What follows belongs to an exercise in optimizing a design on an open flow for small area, a short achievable clock period and few clock cycles; a production flow would make more cautious choices.
No functional check of the RTL was part of any run shown here.
Power figures rest on the tool's default switching activity, not on a simulated workload.

===== flow/run.sh =====
#!/bin/bash
# synth_recipe.tcl (not shown) runs the flow's synth.tcl, then flattens the netlist and writes it again
# the make line also repeats each setting of config.mk as NAME=value (left out here)
make -C /OpenROAD-flow-scripts/flow DESIGN_CONFIG=/design/flow/config.mk WORK_HOME=/design/flow/orfs CLKGATE_MAP_FILE= SYNTH_SCRIPT=/design/flow/synth_recipe.tcl finish

===== flow/config.mk =====
export PLATFORM = sky130hd
export DESIGN_NAME = seq_core
export DESIGN_NICKNAME = seq_core
export VERILOG_FILES = /design/flow/design.v
export SDC_FILE = /design/flow/constraint.sdc
export NUM_CORES = 4
export LEC_CHECK = 0
export CAP_MARGIN = 20
export CORE_MARGIN = 2
export CORE_UTILIZATION = 40
export PLACE_DENSITY = 0.6
export SETUP_SLACK_MARGIN = 4.5
export SLEW_MARGIN = 20

===== flow/constraint.sdc =====
create_clock -name core_clock -period 8.5 [get_ports {clk}]
set_input_delay 1.7000 -clock core_clock [delete_from_list [all_inputs] [get_ports {clk}]]
set_output_delay 1.7000 -clock core_clock [all_outputs]
set_load 0.01 [all_outputs]

===== flow/design.v =====
`timescale 1ns / 1ps
module seq_core(
    input              rst,    
    input              clk,
    output reg [(10)-1:0] pc,
    input  [(16)-1:0] instruction,
    output             read,
    output             write,
    output [(10)-1:0] address,
    input  [(32)-1:0] data_in,
    output [(32)-1:0] data_out,
    output             halted
);
reg [31:0] rf [0:7];
reg [7:0]  rvalid;
reg [15:0] ir;
reg [9:0]  ir_pc1;           
reg [9:0]  ir_rel;           
reg        e_valid;
reg        e_pred;
reg [7:0]  a_sel, b_sel;    
reg [7:0]  wen;             
reg        e_store, e_load, e_halt;
wire [6:0] f_op = instruction[15:9];
wire f_load  = (f_op[6:2] == 5'b00111);
wire f_loadc = (f_op[6:2] == 5'b01000);
wire f_store = (f_op[6:2] == 5'b01001);
wire f_alu   = (f_op >= 7'd1) && (f_op <= 7'd10);
wire f_shift = (f_op >= 7'd11) && (f_op <= 7'd13);
wire f_jmp   = (f_op[6:3] == 4'b0101);
wire f_jc    = (f_op[6:3] == 4'b0111);
wire f_halt  = (f_op == 7'h7f);
reg [2:0] f_aidx;
always @(*) begin
    if (f_load)                f_aidx = instruction[2:0];
    else if (f_loadc | f_store) f_aidx = instruction[10:8];
    else if (f_alu)            f_aidx = instruction[5:3];
    else                       f_aidx = instruction[8:6];
end
wire [2:0] f_didx = (f_alu | f_shift) ? instruction[8:6] : instruction[10:8];
wire       f_we   = f_alu | f_shift | f_load | f_loadc;
wire [7:0] f_a1h = 8'd1 << f_aidx;
wire [7:0] f_b1h = 8'd1 << instruction[2:0];
wire [7:0] f_d1h = 8'd1 << f_didx;
wire [7:0] rvalid_next = rvalid | wen;
reg [9:0] f_tgt;
integer k;
always @(*) begin
    f_tgt = 10'd0;
    for (k = 0; k < 8; k = k + 1)
        f_tgt = f_tgt | ({10{f_b1h[k] & rvalid[k]}} & rf[k][9:0]);
end
wire f_hazard = |(f_b1h & wen);
wire f_pred   = (f_jmp | (f_jc & instruction[9] & ~instruction[11])) & ~f_hazard;
reg [31:0] A, B;
always @(*) begin
    A = 32'd0;
    B = 32'd0;
    for (k = 0; k < 8; k = k + 1) begin
        A = A | ({32{a_sel[k]}} & rf[k]);
        B = B | ({32{b_sel[k]}} & rf[k]);
    end
end
reg c_sub, c_and, c_or, c_inv, c_left, c_ashr;
reg r_arith, r_logic, r_shift, r_loadc;
reg e_jmp, e_jmpr, e_jc, e_jrc;
wire [31:0] sum = A + (B ^ {32{c_sub}}) + {31'd0, c_sub};
wire [31:0] lres = {32{c_inv}} ^ (c_and ? (A & B) : c_or ? (A | B) : (A ^ B));
wire        sh_fill  = c_ashr & A[31];
reg  [31:0] sh_in;
always @(*) for (k = 0; k < 32; k = k + 1) sh_in[k] = c_left ? A[31-k] : A[k];
wire [63:0] sh_ext = {{32{sh_fill}}, sh_in};
wire [31:0] sh_r   = ir[5] ? {32{sh_fill}} : sh_ext[ir[4:0] +: 32];
reg  [31:0] sres;
always @(*) for (k = 0; k < 32; k = k + 1) sres[k] = c_left ? sh_r[31-k] : sh_r[k];
wire [31:0] result = ({32{e_load}}  & data_in)
                   | ({32{r_loadc}} & {A[23:0], ir[7:0]})
                   | ({32{r_shift}} & sres)
                   | ({32{r_logic}} & lres)
                   | ({32{r_arith}} & sum);
reg cond;
always @(*) begin
    case (ir[11:9])
        3'b000:  cond = A[31];
        3'b001:  cond = ~A[31];
        3'b010:  cond = (A == 32'd0);
        3'b011:  cond = (A != 32'd0);
        default: cond = 1'b0;
    endcase
end
wire       taken    = e_jmp | e_jmpr | ((e_jc | e_jrc) & cond);
wire       redirect = e_valid & (taken ^ e_pred);
wire       e_rel    = e_jmpr | e_jrc;
wire [9:0] r_tgt    = ~taken ? ir_pc1 : e_rel ? ir_rel : B[9:0];
assign read     = e_load;
assign write    = e_store;
assign address  = A[9:0];
assign data_out = B;
assign halted   = e_halt;
wire [9:0] pc_inc = pc + 10'd1;
always @(posedge clk) begin
    for (k = 0; k < 8; k = k + 1)
        if (wen[k]) rf[k] <= result;
end
always @(posedge clk) begin
    ir    <= instruction;
    ir_pc1 <= pc_inc;
    c_sub   <= (f_op == 7'd3) | (f_op == 7'd4);
    c_and   <= (f_op == 7'd5) | (f_op == 7'd8);
    c_or    <= (f_op == 7'd6) | (f_op == 7'd9);
    c_inv   <= (f_op == 7'd8) | (f_op == 7'd9) | (f_op == 7'd10);
    c_left  <= (f_op == 7'd13);
    c_ashr  <= (f_op == 7'd12);
    r_arith <= (f_op >= 7'd1) && (f_op <= 7'd4);
    r_logic <= (f_op >= 7'd5) && (f_op <= 7'd10);
    r_shift <= f_shift;
    r_loadc <= f_loadc;
    e_jmp   <= f_jmp;
    e_jmpr  <= (f_op[6:3] == 4'b0110);
    e_jc    <= f_jc;
    e_jrc   <= (f_op[6:3] == 4'b1000);
    ir_rel <= pc + {4'd0, instruction[5:0]};
    a_sel <= f_a1h & rvalid_next;
    b_sel <= f_b1h & rvalid_next;
    if (1'b0 == rst) begin
        pc      <= 10'd0;
        rvalid  <= 8'd0;
        e_valid <= 1'b0;
        e_pred  <= 1'b0;
        wen     <= 8'd0;
        e_store <= 1'b0;
        e_load  <= 1'b0;
        e_halt  <= 1'b0;
    end else begin
        rvalid  <= rvalid_next;
        e_valid <= ~redirect;
        e_pred  <= f_pred;
        wen     <= (f_we & ~redirect) ? f_d1h : 8'd0;
        e_store <= f_store & ~redirect;
        e_load  <= f_load & ~redirect;
        e_halt  <= f_halt & ~redirect;
        if (redirect)    pc <= r_tgt;
        else if (f_halt) pc <= pc;
        else if (f_pred) pc <= f_tgt;
        else             pc <= pc_inc;
    end
end
endmodule

==> results of run 1 <==
## stage by stage
step	hold WS [ps]	cells	util	instance area [um2]	power [W]
after detailed placement	476.9	2812	0.4352	23330	0.002256
after global routing	511.5	3062	0.5006	26830	0.003933
after global placement	468.9	2811	0.4351	23320	0.002253
after CTS	491.5	3005	0.4840	25940	0.003816
final	497.3	3062	0.5006	26830	0.003829
after floorplan	447.4	2108	-	21560	0.002109
## Yosys cell counts (28+ instances only)
cell      count  share of area
nor3_1       38         0.0088
nor2_1      139          0.024
xor2_1       52          0.021
xnor2_1      52          0.021
a221oi_1     30          0.012
ha_1        101          0.059
inv_1       107          0.019
nand4_1      64          0.019
nand3_1      28         0.0065
edfxtp_1    256           0.36
a22oi_1     288           0.10
dfxtp_1      92          0.085
a21oi_1      83          0.019
mux2i_1      55          0.026
nand2_1     117          0.020
clkbuf_1    105          0.018
o22ai_1      47          0.014
o21ai_0      72          0.017
## area by class of cell
class,instances,area [um2],area share
clock inverter,22,198.9,0.007415
tap,696,870.8,0.03246
timing repair buffer,342,3297,0.1229
clock buffer,42,933.4,0.03479
inverter,110,415.4,0.01548
sequential,348,9588,0.3573
multi-input combinational,1502,11530,0.4296
## layer usage
| metal | vias up | GRT usage | share of wire |
|---|---|---|---|
| li1 | 8722 | - | - |
| met1 | 10093 | 0.4262 | 0.37 |
| met2 | 1594 | 0.4948 | 0.44 |
| met3 | 357 | 0.08016 | 0.13 |
| met4 | 4 | 0.1473 | 0.061 |
| met5 | - | 0 | 0.00031 |
## sequential cells by signal, indices dropped and copies added, names as in the netlist, 8 cells and up
signal and cells:
a_sel 8, b_sel 8, ir 11, ir_pc1 10
ir_rel 10, pc 10, rf 256, rvalid 8
wen 8
## critical path: cells and delay by family (launching register included)
kind,cells,cell delay (ps)
buffers and inverters,3,960
DFF,1,380
and+or+nand+nor,1,270
AOI/OAI and AO/OA,1,200
## cells by family after synthesis
| family | count (synthesis) | synth area share |
|---|---|---|
| multiplexers | 92 | 0.05739 |
| AO/OA/AOI/OAI | 711 | 0.2382 |
| XOR/XNOR | 104 | 0.04225 |
| adder cells (fa/ha/maj) | 103 | 0.06047 |
| AND/OR/NAND/NOR | 492 | 0.1133 |
| flip-flops | 348 | 0.4420 |
| buffers and inverters | 258 | 0.04643 |
## what timing repair did
| item | in CTS | in global routing |
|---|---|---|
| resized for setup | 112 | 100 |
| pin swaps | 53 | 41 |
| setup buffers | 128 | 54 |
| setup endpoints to repair | 329 | 253 |
| gates cloned | 1 | 3 |
## report_power, final
part | internal (W) | leakage [nW] | total, W | switching, W
combinational | 0.000160 | 6.48 | 0.000404 | 0.000245
clock | 0.000860 | 0.549 | 0.00156 | 0.000705
sequential | 0.00184 | 3.08 | 0.00186 | 0.0000245
total | 0.00285 | 10.1 | 0.00383 | 0.000974
## path summary, 6_finish.rpt
check | from | end | depth (start not counted)
setup / recovery | b_sel[4] | data_out[4] | 5
hold / removal | pc[0] | ir_pc1[0] | 1
setup reg to reg | a_sel[2] | rf[7][22] | 18
hold reg to reg | pc[0] | ir_pc1[0] | 1
==> flow_metrics.env, run 1 <==
export IMPL_run_status="finished clean"
export IMPL_setup_ws_ps=4424
export IMPL_grt_max_degree=65
export IMPL_critPathSlowestCell="clkdlybuf4s50_1"
export IMPL_drive_above_1_share=0.1991
export IMPL_min_path_type="flip-flop to flip-flop"
export IMPL_clock_root_buffer="clkbuf_16"
export IMPL_antenna_found_initial=2
export IMPL_ir_drop_uv=116.7
export IMPL_firstDrtPassIters=8
export IMPL_synth_seq_area_share=0.4420
export IMPL_final_cell_mix="a22oi_1 (271), edfxtp_1 (256), buf_4 (201), nor2_1 (137), nand2_1 (113)"
export IMPL_yosys_warnings=2
export IMPL_setup_tns_ps=0
export IMPL_area_growth_pct=24.44
export IMPL_grt_overflow_total=0
export IMPL_die_x_um=236.2
export IMPL_core_region_area_mm2=0.05360
export IMPL_netlist_area_mm2=0.02156
export IMPL_dp_slack_ps=3109
export IMPL_grt_pass1_vias=19424
export IMPL_avgSynthCellArea_um2=10.23
export IMPL_post_synth_num_cell_types=75
export IMPL_skew_ps=29.18
export IMPL_gp_congestion=0.9768
export IMPL_grt_pass1_wl_um=132700
export IMPL_tightest_slew_ps=1031
export IMPL_required_ps=6800
export IMPL_slew_headroom=0.3103
export IMPL_syn_num_nets=2261
export IMPL_n_fill_cell=4855
export IMPL_leakage_nw=10.10
export IMPL_ys_ff_latch=348
export IMPL_fin_crit_ps=4076
export IMPL_cp_cell_sequence="buf_12 -> a22oi_2 -> nand4_1 -> buf_4 -> clkdlybuf4s50_1"
export IMPL_ctsHoldBuffers=0
export IMPL_hold_viol=0
export IMPL_crit_fanout=16
export IMPL_layout_nets=2493
export IMPL_start_util=0.4022
export IMPL_cts_sinks=348
export IMPL_slowest_delay_ps=560
export IMPL_drv_cap=0
export IMPL_cts_path_max_buffers=3
export IMPL_report_final_slew_viol_count=0
export IMPL_drt_wl_total_um=94220
export IMPL_cts_tree="done"
export IMPL_vias=20770
export IMPL_synth_main_ff_cell="edfxtp_1"
export IMPL_setup_violations=0
export IMPL_worstSetupEndpointType="output port"
export IMPL_die_area_mm2=0.05577
export IMPL_cts_buffers=36
export IMPL_fin_crit_sh=0.4795
export IMPL_fmax_mhz=245.3
export IMPL_synth_edf_count=256
export IMPL_hpwl_um=60690
export IMPL_pin_count=105
export IMPL_start_kind="flip-flop"
export IMPL_postSynthCellCount=2108
export IMPL_fp_row_count=85
export IMPL_ff2ff_setup_slack_ps=4440
export IMPL_n_antenna_cell=0
export IMPL_clock_latency_ps=580
export IMPL_viasPerCell=6.783
export IMPL_first_iter_violations=3397
export IMPL_rsz0062_at_grt="yes"
export IMPL_port_buffers=104
export IMPL_path_clk_slew_ps=60
export IMPL_power_density_mw_per_mm2=142.7
export IMPL_setup_worst_path_class="flip-flop to output port"
export IMPL_route_detailed_drc=0
export IMPL_grt_use_total=0.3213
export IMPL_wl_per_cell_um=30.77
export IMPL_die_h_um=236.2
export IMPL_h_tree_depth=2
export IMPL_crit_arrival_ps=2380
export IMPL_ant_nets=0
export IMPL_synth_async_sr_flop_share=0
export IMPL_layout_cells_most_common="a22oi_1"
==> run 2: changes to the inputs <==
--- a/flow/design.v
+++ b/flow/design.v
@@ -15,7 +15,6 @@
 reg [7:0]  rvalid;
 reg [15:0] ir;
 reg [9:0]  ir_pc1;           
-reg [9:0]  ir_rel;           
 reg        e_valid;
 reg        e_pred;
 reg [7:0]  a_sel, b_sel;    
@@ -61,11 +60,13 @@
         B = B | ({32{b_sel[k]}} & rf[k]);
     end
 end
-reg c_sub, c_and, c_or, c_inv, c_left, c_ashr;
-reg r_arith, r_logic, r_shift, r_loadc;
+reg c_sub, c_left, c_ashr;
+reg r_arith, r_shift, r_loadc;
 reg e_jmp, e_jmpr, e_jc, e_jrc;
 wire [31:0] sum = A + (B ^ {32{c_sub}}) + {31'd0, c_sub};
-wire [31:0] lres = {32{c_inv}} ^ (c_and ? (A & B) : c_or ? (A | B) : (A ^ B));
+reg [3:0]  lut;
+reg [31:0] lres;
+always @(*) for (k = 0; k < 32; k = k + 1) lres[k] = lut[{A[k], B[k]}];
 wire        sh_fill  = c_ashr & A[31];
 reg  [31:0] sh_in;
 always @(*) for (k = 0; k < 32; k = k + 1) sh_in[k] = c_left ? A[31-k] : A[k];
@@ -76,7 +77,7 @@
 wire [31:0] result = ({32{e_load}}  & data_in)
                    | ({32{r_loadc}} & {A[23:0], ir[7:0]})
                    | ({32{r_shift}} & sres)
-                   | ({32{r_logic}} & lres)
+                   | lres
                    | ({32{r_arith}} & sum);
 reg cond;
 always @(*) begin
@@ -91,6 +92,7 @@
 wire       taken    = e_jmp | e_jmpr | ((e_jc | e_jrc) & cond);
 wire       redirect = e_valid & (taken ^ e_pred);
 wire       e_rel    = e_jmpr | e_jrc;
+wire [9:0] ir_rel   = ir_pc1 + {4'd0, ir[5:0]} - 10'd1;
 wire [9:0] r_tgt    = ~taken ? ir_pc1 : e_rel ? ir_rel : B[9:0];
 assign read     = e_load;
 assign write    = e_store;
@@ -106,20 +108,24 @@
     ir    <= instruction;
     ir_pc1 <= pc_inc;
     c_sub   <= (f_op == 7'd3) | (f_op == 7'd4);
-    c_and   <= (f_op == 7'd5) | (f_op == 7'd8);
-    c_or    <= (f_op == 7'd6) | (f_op == 7'd9);
-    c_inv   <= (f_op == 7'd8) | (f_op == 7'd9) | (f_op == 7'd10);
+    case (f_op)
+        7'd5:    lut <= 4'b1000;    
+        7'd6:    lut <= 4'b1110;    
+        7'd7:    lut <= 4'b0110;    
+        7'd8:    lut <= 4'b0111;    
+        7'd9:    lut <= 4'b0001;    
+        7'd10:   lut <= 4'b1001;    
+        default: lut <= 4'b0000;
+    endcase
     c_left  <= (f_op == 7'd13);
     c_ashr  <= (f_op == 7'd12);
     r_arith <= (f_op >= 7'd1) && (f_op <= 7'd4);
-    r_logic <= (f_op >= 7'd5) && (f_op <= 7'd10);
     r_shift <= f_shift;
     r_loadc <= f_loadc;
     e_jmp   <= f_jmp;
     e_jmpr  <= (f_op[6:3] == 4'b0110);
     e_jc    <= f_jc;
     e_jrc   <= (f_op[6:3] == 4'b1000);
-    ir_rel <= pc + {4'd0, instruction[5:0]};
     a_sel <= f_a1h & rvalid_next;
     b_sel <= f_b1h & rvalid_next;
     if (1'b0 == rst) begin
==> run 2 against run 1 <==
Compared with the run above: die area fell by 4.3%; combinational power rose by 57%; power rose by 8.8%; cell area fell by 3.0%; critical endpoint is now rf[5][29]; final cell count fell by 6.7%; wire length fell by 5.3%; sequential power barely moved; register-to-register slack got worse by 160 ps; first-iteration DRC count rose by 6.7%; via count fell by 3.5%.
==> flow_metrics.env, run 2 <==
export IMPL_n_antenna_cell=0
export IMPL_syn_num_nets=2036
export IMPL_finalPower_w=0.004164
export IMPL_run_status="finished clean"
export IMPL_leakage_nw=9.434
export IMPL_route_detailed_drc=0
export IMPL_pin_count=105
export IMPL_hold_viol=0
export IMPL_synth_area_top_cells="edfxtp_1 (37%), a22oi_1 (11%), dfxtp_1 (7.9%), mux4_2 (4.7%), ha_1 (2.7%)"
export IMPL_crit_fanout=13
export IMPL_core_region_area_mm2=0.05109
export IMPL_stdcell_count=2856
export IMPL_layout_cells_most_common="a22oi_1"
export IMPL_ant_nets=0
export IMPL_cp_cell_sequence="buf_12 -> a22oi_1 -> nand4_1 -> xor2_1 -> ha_2 -> buf_6 -> buf_6 -> a2111oi_4 -> o21ai_1 -> a31oi_2 -> a31oi_4 -> a31o_4 -> a211oi_4 -> o21a_1 -> o211ai_1 -> buf_4"
export IMPL_die_h_um=231.0
export IMPL_cts_path_max_buffers=3
export IMPL_combPwrFrac=0.152
export IMPL_netlist_area_mm2=0.02061
export IMPL_ys_ff_latch=337
export IMPL_wl_per_cell_um=31.23
export IMPL_pwr_share_seq=0.445
export IMPL_largest_reg_flops=256
export IMPL_h_tree_depth=2
export IMPL_hpwl_um=57700
export IMPL_place_area_mm2=0.02235
export IMPL_placed_cells=2635
export IMPL_layout_nets=2245
export IMPL_pwr_share_clk=0.403
export IMPL_power_switching_w=0.001083
export IMPL_drv_cap=0
export IMPL_tightest_slew_ps=1045
export IMPL_clock_root_buffer="clkbuf_16"
export IMPL_startpoint="b_sel[4]"
export IMPL_vias=20051
export IMPL_p_sw_frac=0.2601
export IMPL_antenna_found_initial=2
export IMPL_path_clk_slew_ps=60
export IMPL_clock_latency_ps=560
export IMPL_yosys_warnings=2
export IMPL_reg_top3="rf x256, ir x11"
export IMPL_min_path_type="flip-flop to flip-flop"
export IMPL_crit_reg2reg_capture="rf[5][29]"
export IMPL_critPathSlowestCell="dfxtp_4"
export IMPL_grt_use_total=0.3191
export IMPL_fmax_mhz=237.0
export IMPL_synth_main_ff_cell="edfxtp_1"
export IMPL_die_area_mm2=0.05337
export IMPL_cts_sinks=337
export IMPL_post_synth_num_cell_types=73
export IMPL_synth_most_common_cell="a22oi_1"
export IMPL_gp_congestion=0.9890
export IMPL_grt_overflow_total=0
export IMPL_required_ps=8780
export IMPL_slowest_delay_ps=370
export IMPL_ctsHoldBuffers=0
export IMPL_crit_arrival_ps=4500
export IMPL_fin_crit_ps=4219
export IMPL_synth_async_sr_flop_share=0
export IMPL_grt_pass1_vias=18381
export IMPL_netlist_area_leader_share=0.3729
export IMPL_synth_top_area_cell="edfxtp_1"
export IMPL_area_growth_pct=26.28
export IMPL_rsz0062_at_grt="yes"
export IMPL_start_util=0.4034
export IMPL_r2r_start="b_sel[4]"
export IMPL_report_final_slew_viol_count=0
export IMPL_drt_wl_total_um=89210
export IMPL_setup_worst_path_class="flip-flop to flip-flop"
export IMPL_power_internal_w=0.003081
export IMPL_endpoint="rf[5][29]"
export IMPL_setup_violations=0
export IMPL_fp_row_count=83
export IMPL_final_area_mm2=0.02603
export IMPL_fin_crit_sh=0.4964
export IMPL_top_register="rf"
export IMPL_viasPerCell=7.021
export IMPL_cts_tree="done"
export IMPL_worstSetupEndpointType="flip-flop"
export IMPL_avgSynthCellArea_um2=10.63
export IMPL_synth_common_cells="a22oi_1 (308), edfxtp_1 (256), nor2_1 (122), clkbuf_1 (99), nand2_1 (93)"
export IMPL_ir_drop_uv=111.3
export IMPL_synth_seq_area_share=0.4516
export IMPL_start_kind="flip-flop"
export IMPL_r2r_cells=16
export IMPL_skew_ps=28.05
export IMPL_utilization=0.5095
export IMPL_die_x_um=231.0
export IMPL_power_density_mw_per_mm2=160.0
export IMPL_drive_above_1_share=0.2224
export IMPL_final_cell_mix="a22oi_1 (291), edfxtp_1 (256), buf_4 (160), nor2_1 (118), nand2_1 (92)"
export IMPL_first_iter_violations=3625
export IMPL_synth_edf_count=256
export IMPL_ff2ff_setup_slack_ps=4280
export IMPL_grt_pass1_wl_um=125700
export IMPL_crit_top_cell="buf_6"
export IMPL_setup_tns_ps=0
export IMPL_n_fill_cell=4517
export IMPL_firstDrtPassIters=9
export IMPL_cts_buffers=36
export IMPL_slew_headroom=0.2940
export IMPL_postSynthCellCount=1939
export IMPL_grt_max_degree=35
export IMPL_port_buffers=104
## run 2: worst min path at each step
| stage | slack (ps) | cells after the start | endpoint | startpoint |
|---|---|---|---|---|
| after global placement | 470 | 2 | rvalid[4] | rvalid[4] |
| after CTS | 490 | 2 | rvalid[4] | rvalid[4] |
| after global routing | 510 | 2 | pc[2] | ir_pc1[2] |
| final | 490 | 2 | pc[1] | ir_pc1[1] |
| after floorplan | 450 | 2 | rvalid[2] | rvalid[2] |
| after detailed placement | 470 | 2 | rvalid[4] | rvalid[4] |
## run 2: through the flow
| stage | setup WS (ps) | hold slack (ps) |
|---|---|---|
| finish | 4281 | 486.9 |
| global route | 4190 | 514.8 |
| CTS | 4437 | 488.7 |
| detailed placement | 2919 | 472.9 |
| global placement | 2513 | 467.2 |
| floorplan | 4540 | 447.6 |
## run 2: power groups by stage
stage                     Sequential [W]  Clock, W  Combinational, W
after floorplan                  0.00189         0          0.000330
final                            0.00185   0.00168          0.000633
after CTS                        0.00185   0.00169          0.000589
after global placement           0.00189         0          0.000537
after global routing             0.00185   0.00176          0.000666
after detailed placement         0.00189         0          0.000541
## run 2: logic make-up after synthesis
logic type               synth area share
multiplexers                      0.08109
XOR/XNOR                          0.04334
buffers and inverters             0.04061
AND/OR/NAND/NOR                    0.1233
flip-flops                         0.4516
adder cells (fa/ha/maj)           0.02926
AO/OA/AOI/OAI                      0.2308
## run 2: cell type report
| cell class | count | area, um2 | area share |
|---|---|---|---|
| Clock inverter | 20 | 246.5 | 0.009469 |
| Timing Repair Buffer | 306 | 3010 | 0.1157 |
| Multi-Input combinational cell | 1404 | 11260 | 0.4328 |
| Inverter | 63 | 265.3 | 0.01019 |
| Sequential cell | 337 | 9369 | 0.3599 |
| Clock buffer | 46 | 1023 | 0.03932 |
| Tap cell | 680 | 850.8 | 0.03269 |
## run 2: routing by layer
layer  wire length (um)  track usage  vias to the layer above
li1                   -            -                     8199
met1              33670       0.4345                     9728
met2              39270       0.4998                     1753
met3              11500      0.06299                      367
met4               4735       0.1278                        4
met5                 27            0                        -
## run 2: critical path: cells and delay by family (launching register included)
family | cells | cell delay, ps
AO/OA/AOI/OAI | 9 | 2050
XOR/XNOR | 1 | 290
adder cells (fa/ha/maj) | 1 | 340
buffers and inverters | 4 | 600
flip-flops | 1 | 370
AND/OR/NAND/NOR | 1 | 280
## run 2: timing repair
action,CTS,global route
cloned,4,3
resized for setup,169,92
pin swaps,62,49
setup buffers,111,37
endpoints found under the setup margin,321,254
==> run 3: changes to the inputs <==
==> flow/flow/run.sh (new file) <==
#!/bin/bash
# The standard ORFS layout; the port buffers are plain buffers instead of
# the default delay-cell buffers, so I/O paths are not slowed by them.
set -euo pipefail
bash standard.sh 'BUFFER_PORTS_ARGS=-buffer_cell sky130_fd_sc_hd__buf_2' finish > standard.log 2>&1
==> flow/standard.sh (new file) <==
#!/bin/bash
# synth_recipe.tcl (not shown) runs the flow's synth.tcl, then flattens the netlist and writes it again
# the make line also repeats each setting of config.mk as NAME=value (left out here)
make -C /OpenROAD-flow-scripts/flow DESIGN_CONFIG=/design/flow/config.mk WORK_HOME=/design/flow/orfs CLKGATE_MAP_FILE= SYNTH_SCRIPT=/design/flow/synth_recipe.tcl "${@:-finish}"
removed: flow/run.sh
==> run 3 against run 2 <==
Compared with the run above: still clean; sequential power barely moved; critical path depth rose by 3; maximum frequency rose by 0.59%; final cell count fell by 1.9%; sequential share of layout area rose by 1.7 points; critical path type unchanged; largest cell class unchanged.
==> flow_metrics.env, run 3 <==
export IMPL_power_density_mw_per_mm2=162.5
export IMPL_layout_cells_most_common="a22oi_1"
export IMPL_final_cell_mix="a22oi_1 (299), edfxtp_1 (256), nor2_1 (118), buf_4 (115), buf_2 (104)"
export IMPL_synth_common_cells="a22oi_1 (308), edfxtp_1 (256), nor2_1 (122), clkbuf_1 (99), nand2_1 (93)"
export IMPL_cts_tree="done"
export IMPL_core_region_area_mm2=0.05109
export IMPL_grt_overflow_total=0
export IMPL_run_status="finished clean"
export IMPL_start_util=0.4034
export IMPL_placed_cells=2629
export IMPL_seqCellArea_mm2=0.009374
export IMPL_worstSetupEndpointType="flip-flop"
export IMPL_synth_edf_count=256
export IMPL_antenna_found_initial=3
export IMPL_yosys_warnings=2
export IMPL_whs_ps=493.3
export IMPL_grt_max_degree=36
export IMPL_hpwl_um=58360
export IMPL_fmax_mhz=238.4
export IMPL_reg_top3="rf x256, ir x11"
export IMPL_die_area_mm2=0.05337
export IMPL_multi_input_area_mm2=0.01123
export IMPL_first_iter_violations=3720
export IMPL_gp_congestion=0.9954
export IMPL_stdcell_count=2803
export IMPL_ir_drop_uv=125.4
export IMPL_ant_nets=0
export IMPL_crit_arrival_ps=4600
export IMPL_setup_tns_ps=0
export IMPL_required_ps=8910
export IMPL_min_path_type="flip-flop to flip-flop"
export IMPL_crit_fanout=8
export IMPL_setup_ws_ps=4305
export IMPL_clock_root_buffer="clkbuf_16"
export IMPL_top_register="rf"
export IMPL_hold_viol=0
export IMPL_viasPerCell=7.066
export IMPL_wl_per_cell_um=31.90
export IMPL_syn_num_nets=2036
export IMPL_area_growth_pct=20.56
export IMPL_drive_above_1_share=0.2454
export IMPL_synth_most_common_cell="a22oi_1"
export IMPL_firstDrtPassIters=7
export IMPL_n_fill_cell=4619
export IMPL_tightest_slew_ps=1151
export IMPL_leakage_nw=9.035
export IMPL_netlist_area_leader_share=0.3729
export IMPL_dp_slack_ps=3078
export IMPL_vias=19807
export IMPL_rsz0062_at_grt="yes"
export IMPL_ctsHoldBuffers=0
export IMPL_drv_cap=0
export IMPL_netlist_area_mm2=0.02061
export IMPL_cts_buffers=38
export IMPL_setup_worst_path_class="flip-flop to flip-flop"
export IMPL_ys_ff_latch=337
export IMPL_post_synth_num_cell_types=73
export IMPL_synth_async_sr_flop_share=0
export IMPL_avgSynthCellArea_um2=10.63
export IMPL_slew_headroom=0.2297
export IMPL_drt_wl_total_um=89410
export IMPL_fp_row_count=83
export IMPL_cts_path_max_buffers=3
export IMPL_grt_use_total=0.3164
export IMPL_utilization=0.4864
export IMPL_die_x_um=231.0
export IMPL_n_antenna_cell=0
export IMPL_skew_ps=27.06
export IMPL_synth_seq_area_share=0.4516
export IMPL_report_final_slew_viol_count=0
export IMPL_grt_pass1_wl_um=124400
export IMPL_layout_nets=2192
export IMPL_synth_area_top_cells="edfxtp_1 (37%), a22oi_1 (11%), dfxtp_1 (7.9%), mux4_2 (4.7%), ha_1 (2.7%)"
export IMPL_route_detailed_drc=0
export IMPL_largest_reg_flops=256
export IMPL_cts_sinks=337
export IMPL_setup_violations=0
export IMPL_grt_pass1_vias=18315
export IMPL_port_buffers=104
export IMPL_start_kind="flip-flop"
export IMPL_path_clk_slew_ps=60
export IMPL_h_tree_depth=2
export IMPL_pin_count=105
export IMPL_synth_top_area_cell="edfxtp_1"
export IMPL_clock_latency_ps=570
export IMPL_postSynthCellCount=1939
export IMPL_die_h_um=231.0
export IMPL_synth_main_ff_cell="edfxtp_1"
export IMPL_fin_crit_ps=4195
export IMPL_fin_crit_sh=0.4935
## run 3: cell count changes in the layout (fill, tap and decap cells not counted), moves of 4 or more
cell	change
a22oi_1	+8
dlymetal6s2s_1	-8
clkinv_1	+4
dlygate4sd2_1	-10
clkbuf_16	+5
buf_2	+104
buf_12	-10
inv_4	-4
buf_4	-45
clkinvlp_4	-4
a22oi_2	-8
o221ai_2	+4
clkdlybuf4s50_1	-83
clkinv_2	+4
## run 3: kinds of logic after synthesis
| family | count (synthesis) | share of synthesized area |
|---|---|---|
| flops | 337 | 0.4516 |
| mux | 111 | 0.08109 |
| buf+inv | 198 | 0.04061 |
| simple gates | 482 | 0.1233 |
| compound gates | 662 | 0.2308 |
| xor+xnor | 102 | 0.04334 |
| fa+ha+maj | 47 | 0.02926 |
## run 3: what timing repair did
item / CTS / global route
setup buffers: 45 / 52
gates cloned: 0 / 9
resized for setup: 115 / 90
pin swaps: 35 / 51
endpoints found under the setup margin: 312 / 256
## run 3: stage by stage
step | power, W | instance area (um2)
6_report | 0.004038 | 24850
3_5_place_dp | 0.002410 | 21790
5_1_grt | 0.004157 | 24850
2_1_floorplan | 0.002216 | 20630
4_1_cts | 0.004007 | 23810
3_3_place_gp | 0.002405 | 21780
## run 3: cell type report
| type | instances | area share |
|---|---|---|
| Multi-Input combinational cell | 1404 | 0.4520 |
| Clock inverter | 18 | 0.005941 |
| Sequential cell | 337 | 0.3772 |
| Tap cell | 680 | 0.03423 |
| Timing Repair Buffer | 251 | 0.07849 |
| Inverter | 63 | 0.01037 |
| Clock buffer | 50 | 0.04174 |
## run 3: report_power, final
group	internal [W]	leakage (nW)	total [W]	switching, W
clock	0.000921	0.582	0.00159	0.000667
combinational	0.000213	5.40	0.000594	0.000381
sequential	0.00182	3.05	0.00186	0.0000331
total	0.00296	9.04	0.00404	0.00108
## run 3: metal layers
metal  global-route usage  wire, um
met4               0.1335      5263
met3              0.07333     11650
met5                    0         0
met1               0.4281     33330
met2               0.4873     39170
## run 3: worst max-delay path, stage by stage, from the launching register on
cell,delay [ps]
dfxtp_4,350
buf_12,140
buf_12,150
a22oi_2,160
nand4_1,200
xor2_1,210
ha_1,370
nor2b_4,160
o31a_1,310
nor3_2,220
o31ai_2,80
buf_4,160
a221oi_4,270
buf_6,160
o31ai_4,80
buf_6,140
a311o_1,330
a211o_1,270
o211ai_1,100
buf_4,180
## run 3: worst paths after layout
| check | startpoint | endpoint | slack (ps) | depth (start not counted) |
|---|---|---|---|---|
| setup reg to reg | b_sel[3] | rf[2][28] | 4310 | 19 |
| hold / removal | ir_pc1[0] | pc[0] | 490 | 2 |
| setup / recovery | b_sel[3] | rf[2][28] | 4310 | 19 |
| hold reg to reg | ir_pc1[0] | pc[0] | 490 | 2 |

static timing again, ports no longer ideal:
In the flow no input, the clock included, has a driving cell. The finished layouts below were timed again as built, in two steps. Step 1, drivers: a clkbuf_16 drives clk and a buf_2 each remaining input, both assumed. Step 2 moves the port delays by t, midway between the first and last clock arrival at a register: inputs arrive t later, outputs are due t later. That takes back most of the time a late clock gives input paths. Slacks: ideal / step 1 / step 2; pairs: ideal / step 1.
| run | t, ns | setup slack, ns | slew at the worst register clock pin (ns) |
|---|---|---|---|
| run 1 | 0.625 | 4.424 / 4.366 / 3.892 | 0.09 / 0.09 |
| run 2 | 0.607 | 4.281 / 4.281 / 4.068 | 0.07 / 0.07 |
| run 3 | 0.619 | 4.305 / 4.305 / 4.043 | 0.07 / 0.07 |
After both steps setup and hold are still met in every run listed. For run 1, which loses most, drivers alone change the setup slack by -0.058 ns; drivers and shift together by -0.532 ns.
